Context: an optimization exercise on an open-source flow, tuned for small area. The choices shown serve that exercise and are no tape-out recipe. RTL that was checked went through simulation tests only; none was proved equivalent to the original. The flow treats the clock pin as an ideal source, which a real chip does not have. No activity file was given, so power comes from the tool's default toggle rates.

// axi_gpio_top
module axi_gpio_top(  
  input ACLK,
  input ARESETn,
  input        AWVALID,
  output       AWREADY,
  input [31:0] AWADDR,
  input [2 :0] AWPROT,
  input        WVALID,
  output       WREADY,
  input [31:0] WDATA,
  input [3 :0] WSTRB,  
  output       BVALID,
  input        BREADY,
  output[1 :0] BRESP,
  input        ARVALID,
  output       ARREADY,
  input [31:0] ARADDR,
  input [2 :0] ARPROT,
  output       RVALID,
  input        RREADY,
  output[31:0] RDATA,
  output[1 :0] RRESP,
  output [7:0] led,      
  input  [7:0] switch,   
  input  [4:0] button,    
  output interrupt
);
Size in the first run: roughly 1,700 cells after synthesis, roughly 380 flip-flops, about 180 I/O pins, ~16,000 um2 of cells after synthesis.
==> flow/config.mk <==
export PLATFORM = sky130hd
export DESIGN_NAME = axi_gpio_top
export DESIGN_NICKNAME = axi_gpio_top
export VERILOG_FILES = /design/flow/design.v
export SDC_FILE = /design/flow/constraint.sdc
export NUM_CORES = 4
export LEC_CHECK = 0
export ABC_AREA = 1
export CAP_MARGIN = 20
export CORE_MARGIN = 2
export CORE_UTILIZATION = 65
export CTS_CLUSTER_DIAMETER = 60
export CTS_CLUSTER_SIZE = 20
export SLEW_MARGIN = 20
==> flow/constraint.sdc <==
create_clock -name core_clock -period 10.0 [get_ports {ACLK}]
set_input_delay 2.0000 -clock core_clock [delete_from_list [all_inputs] [get_ports {ACLK}]]
set_output_delay 2.0000 -clock core_clock [all_outputs]
set_load 0.01 [all_outputs]
standard.sh (not shown) runs the stock make flow with config.mk's settings and CLKGATE_MAP_FILE= SYNTH_SCRIPT=/design/flow/synth_recipe.tcl, a recipe that flattens the netlist after the stock synthesis.
==> flow/flow/run.sh <==
#!/bin/bash
# Own layout flow: the standard flow (standard.sh) with two changes:
#  - synthesis maps the logic with an area-oriented ABC script (abc_area.script
#    here) instead of ORFS's; everything else in the synthesis is unchanged,
#    so the registers are the standard synthesis's;
#  - port buffering uses sky130_fd_sc_hd__buf_1 cells.
# Each tool's full output stays in orfs/logs/; make's output goes to make.log.
set -euo pipefail
W=$(pwd)
cat > "$W/own_synth.tcl" <<EOT
proc abc {args} {
  set i [lsearch -exact \$args -script]
  if {\$i >= 0} { lset args [expr {\$i + 1}] {$W/flow/abc_area.script} }
  yosys abc {*}\$args
}
source {$W/synth_recipe.tcl}
EOT
sed -e "s#SYNTH_SCRIPT=[^ ']*#SYNTH_SCRIPT=$W/own_synth.tcl#" \
    -e "s#CLKGATE_MAP_FILE= #CLKGATE_MAP_FILE= 'BUFFER_PORTS_ARGS=-buffer_cell sky130_fd_sc_hd__buf_1' #" \
    standard.sh > own_standard.sh
grep -q own_synth.tcl own_standard.sh
grep -q BUFFER_PORTS_ARGS own_standard.sh
bash own_standard.sh > make.log 2>&1
==> flow/flow/abc_area.script <==
strash
dch
amap
topo
The first run completed with no timing, DRC or antenna violations.
Edit:
==> flow/flow/run.sh (replaced) <==
#!/bin/bash
# Own layout flow: the standard flow (standard.sh), with these changes:
#  - synthesis maps the logic with an area-oriented ABC script (abc_area.script
#    here) instead of ORFS's; everything else in the synthesis is unchanged,
#    so the registers are the standard synthesis's;
#  - port buffering uses sky130_fd_sc_hd__buf_1 cells;
#  - CTS without dummy loads;
#  - after CTS, cells off the critical paths are sized down (post_cts.tcl).
# Each tool's full output stays in orfs/logs/; make's output goes to make.log.
set -euo pipefail
W=$(pwd)
cat > "$W/own_synth.tcl" <<EOT
proc abc {args} {
  set i [lsearch -exact \$args -script]
  if {\$i >= 0} { lset args [expr {\$i + 1}] {$W/flow/abc_area.script} }
  yosys abc {*}\$args
}
source {$W/synth_recipe.tcl}
EOT
EXTRA="'BUFFER_PORTS_ARGS=-buffer_cell sky130_fd_sc_hd__buf_1'"
EXTRA+=" 'CTS_ARGS=-sink_clustering_enable -repair_clock_nets -sink_clustering_size 30 -sink_clustering_max_diameter 100 -dont_use_dummy_load'"
EXTRA+=" 'POST_CTS_TCL=$W/flow/post_cts.tcl'"
sed -e "s#SYNTH_SCRIPT=[^ ']*#SYNTH_SCRIPT=$W/own_synth.tcl#" \
    -e "s#CLKGATE_MAP_FILE= #CLKGATE_MAP_FILE= $EXTRA #" \
    standard.sh > own_standard.sh
grep -q own_synth.tcl own_standard.sh
grep -q POST_CTS_TCL own_standard.sh
bash own_standard.sh > make.log 2>&1
==> flow/flow/post_cts.tcl (new file) <==
# size down cells on paths with slack to spare, then re-legalise
log_cmd repair_timing -recover_power 100 -setup_margin 0 -hold_margin 0 -verbose
detailed_placement
check_placement -verbose
- CORE_UTILIZATION: 65 -> 40
- CTS_CLUSTER_DIAMETER: 60 -> 100
- CTS_CLUSTER_SIZE: 20 -> 30
Result:
- The new run completed without violations
- via count drops by 2.3%
- design area drops by 3.0%
- first-iteration DRC count drops by 15%
- setup slack gets worse by 0.67 ns
Function was not checked in any run of this note: the RTL went through the layout flow alone.

========
wip/garnet:
Another version of the RTL of axi_gpio_top (not shown whole).
Size: ~1400 cells after synthesis, ~180 I/O pins, about 0.016 mm^2 of cells after synthesis.
## axi_gpio_top
module axi_gpio_top(  
  input ACLK,
  input ARESETn,
  input        AWVALID,
  output       AWREADY,
  input [31:0] AWADDR,
  input [2 :0] AWPROT,
  input        WVALID,
  output       WREADY,
  input [31:0] WDATA,
  input [3 :0] WSTRB,  
  output       BVALID,
  input        BREADY,
  output[1 :0] BRESP,
  input        ARVALID,
  output       ARREADY,
  input [31:0] ARADDR,
  input [2 :0] ARPROT,
  output       RVALID,
  input        RREADY,
  output[31:0] RDATA,
  output[1 :0] RRESP,
  output [7:0] led,      
  input  [7:0] switch,   
  input  [4:0] button,    
  output interrupt
);
Settings: LEC_CHECK=0, ABC_AREA=1, CAP_MARGIN=20, CORE_MARGIN=2, CORE_UTILIZATION=40, CTS_CLUSTER_DIAMETER=100, CTS_CLUSTER_SIZE=30, SLEW_MARGIN=20; clock period 10.0 ns.
==> flow/flow/run.sh <==
#!/bin/bash
# Own layout flow: the standard flow (standard.sh), with these changes:
#  - synthesis maps the logic with an area-oriented ABC script (abc_area.script
#    here) instead of ORFS's; everything else in the synthesis is unchanged,
#    so the registers are the standard synthesis's;
#  - port buffering uses sky130_fd_sc_hd__buf_1 cells;
#  - CTS without dummy loads;
#  - after CTS, cells off the critical paths are sized down (post_cts.tcl).
# Each tool's full output stays in orfs/logs/; make's output goes to make.log.
set -euo pipefail
W=$(pwd)
cat > "$W/own_synth.tcl" <<EOT
proc abc {args} {
  set i [lsearch -exact \$args -script]
  if {\$i >= 0} { lset args [expr {\$i + 1}] {$W/flow/abc_area.script} }
  yosys abc {*}\$args
}
source {$W/synth_recipe.tcl}
EOT
EXTRA="'BUFFER_PORTS_ARGS=-buffer_cell sky130_fd_sc_hd__buf_1'"
EXTRA+=" 'CTS_ARGS=-sink_clustering_enable -repair_clock_nets -sink_clustering_size 30 -sink_clustering_max_diameter 100 -dont_use_dummy_load'"
EXTRA+=" 'POST_CTS_TCL=$W/flow/post_cts.tcl'"
sed -e "s#SYNTH_SCRIPT=[^ ']*#SYNTH_SCRIPT=$W/own_synth.tcl#" \
    -e "s#CLKGATE_MAP_FILE= #CLKGATE_MAP_FILE= $EXTRA #" \
    standard.sh > own_standard.sh
grep -q own_synth.tcl own_standard.sh
grep -q POST_CTS_TCL own_standard.sh
bash own_standard.sh > make.log 2>&1
==> flow/flow/abc_area.script <==
strash
dch
amap
strash
&get -n
&dch
&nf -a -R 1000
&put
==> flow/flow/post_cts.tcl <==
# size down cells on paths with slack to spare, then re-legalise
log_cmd repair_timing -recover_power 100 -setup_margin 0 -hold_margin 0 -verbose
detailed_placement
check_placement -verbose
wip/garnet went all the way through synthesis, placement and routing and the layout is clean on timing, DRC and antenna.
Input changes introduced in wip/willow (baseline for comparison: wip/garnet):
- a change of SLEW_MARGIN from 20 to 10
- a deleted CTS_CLUSTER_DIAMETER that had been 100
- a deleted CTS_CLUSTER_SIZE that had been 30
- a change of CAP_MARGIN from 20 to 10
-- flow/flow/run.sh --
<<< wip/garnet, line 4
#    here) instead of ORFS's; everything else in the synthesis is unchanged,
#    so the registers are the standard synthesis's;
#  - port buffering uses sky130_fd_sc_hd__buf_1 cells;
#  - CTS without dummy loads;
>>> wip/willow, line 4
#    here) instead of ORFS's; everything else in the synthesis is unchanged,
#    so the registers are the standard synthesis's;
#  - no half/full adder extraction before mapping;
#  - port buffering uses sky130_fd_sc_hd__buf_1 cells;
#  - CTS without dummy loads;
<<< wip/garnet, line 16
  yosys abc {*}\$args
}
source {$W/synth_recipe.tcl}
EOT
EXTRA="'BUFFER_PORTS_ARGS=-buffer_cell sky130_fd_sc_hd__buf_1'"
EXTRA+=" 'CTS_ARGS=-sink_clustering_enable -repair_clock_nets -sink_clustering_size 30 -sink_clustering_max_diameter 100 -dont_use_dummy_load'"
EXTRA+=" 'POST_CTS_TCL=$W/flow/post_cts.tcl'"
sed -e "s#SYNTH_SCRIPT=[^ ']*#SYNTH_SCRIPT=$W/own_synth.tcl#" \
>>> wip/willow, line 17
  yosys abc {*}\$args
}
# ORFS's half/full adder extraction only hurts the area here
proc extract_fa {args} {}
source {$W/synth_recipe.tcl}
EOT
EXTRA="'BUFFER_PORTS_ARGS=-buffer_cell sky130_fd_sc_hd__buf_1'"
EXTRA+=" 'CTS_ARGS=-sink_clustering_enable -repair_clock_nets -buf_list sky130_fd_sc_hd__clkbuf_8 -sink_clustering_size 18 -sink_clustering_max_diameter 70 -dont_use_dummy_load'"
EXTRA+=" 'POST_CTS_TCL=$W/flow/post_cts.tcl'"
sed -e "s#SYNTH_SCRIPT=[^ ']*#SYNTH_SCRIPT=$W/own_synth.tcl#" \
Findings:
wip/willow | stages: all done | timing, DRC, antenna: all pass
For the final cell area excluding filler cells, wip/willow came in 160 um^2 lower than wip/garnet did.
Diff wip/garnet and wip/willow: critical path depth lower in wip/willow
From wip/garnet to wip/willow, number of enable-type register cells in the synthesized netlist did not move at all.
Modified inputs, wip/raven compared to wip/willow
- CAP_MARGIN: 10 -> 20
- CTS_CLUSTER_SIZE: unset -> 30
- CTS_CLUSTER_DIAMETER: unset -> 100
- SLEW_MARGIN: 10 -> 20
==> flow/flow/run.sh <==
#!/bin/bash
# Own layout flow: the standard flow (standard.sh), with these changes:
#  - synthesis maps the logic with an area-oriented ABC script (abc_area.script
#    here) instead of ORFS's; everything else in the synthesis is unchanged,
#    so the registers are the standard synthesis's;
#  - port buffering uses sky130_fd_sc_hd__buf_1 cells;
#  - CTS without dummy loads;
#  - after CTS, cells off the critical paths are sized down (post_cts.tcl).
# Each tool's full output stays in orfs/logs/; make's output goes to make.log.
set -euo pipefail
W=$(pwd)
cat > "$W/own_synth.tcl" <<EOT
proc abc {args} {
  set i [lsearch -exact \$args -script]
  if {\$i >= 0} { lset args [expr {\$i + 1}] {$W/flow/abc_area.script} }
  yosys abc {*}\$args
}
source {$W/synth_recipe.tcl}
EOT
EXTRA="'BUFFER_PORTS_ARGS=-buffer_cell sky130_fd_sc_hd__buf_1'"
EXTRA+=" 'CTS_ARGS=-sink_clustering_enable -repair_clock_nets -sink_clustering_size 30 -sink_clustering_max_diameter 70 -dont_use_dummy_load'"
EXTRA+=" 'POST_CTS_TCL=$W/flow/post_cts.tcl'"
sed -e "s#SYNTH_SCRIPT=[^ ']*#SYNTH_SCRIPT=$W/own_synth.tcl#" \
    -e "s#CLKGATE_MAP_FILE= #CLKGATE_MAP_FILE= $EXTRA #" \
    standard.sh > own_standard.sh
grep -q own_synth.tcl own_standard.sh
grep -q POST_CTS_TCL own_standard.sh
bash own_standard.sh > make.log 2>&1
==> flow/flow/abc_area.script <==
strash
dch
amap
strash
dch
amap
strash
dch
amap
topo
## What came out
- wip/raven vs wip/willow — average routed wire per standard cell dropped by a few percent
- Looking at logic gate share of total power, wip/raven sits above wip/willow.
- Taking wip/willow as the reference, in wip/raven post-layout total power picked up an extra about 5.3%; fraction of synthesized area in multiplexers lost 1.6 points; cell count picked up an extra about 18%; number of instances in the synthesized netlist picked up an extra 354.
- Compared with wip/willow, wip/raven shows a higher share of total power in the clock network.

[afterwards: timing with drivers on the ports]
No port has a modelled driver above. Below, the same layouts with a new extraction and two added sets of constraints.
Step 1 sets driving cells, clkbuf_16 on the clock port and buf_2 on the other inputs (assumed; they add their load-dependent delay and slew).
Step 2 times the ports against the registers' clock, not the clock port: input delays grow and output delays shrink by t, the midpoint of the rising clock arrivals with the driver on.
Three values: ideal, step 1, step 2; two values: the first two.
run	t (ns)	setup WS [ns]	worst setup path after step 2
the first run of note 1	0.562	5.466 / 5.481 / 4.918	input to register
the second run of note 1	0.573	4.792 / 4.821 / 4.248	input to register
wip/garnet	0.567	6.167 / 6.167 / 5.657	input to register
wip/willow	0.649	6.017 / 5.997 / 5.348	input to register
wip/raven	0.599	5.440 / 5.440 / 5.226	input to register
After both steps setup and hold are still met in every run listed. For wip/willow, which loses most, drivers alone change the setup slack by -0.020 ns; drivers and shift together by -0.669 ns.
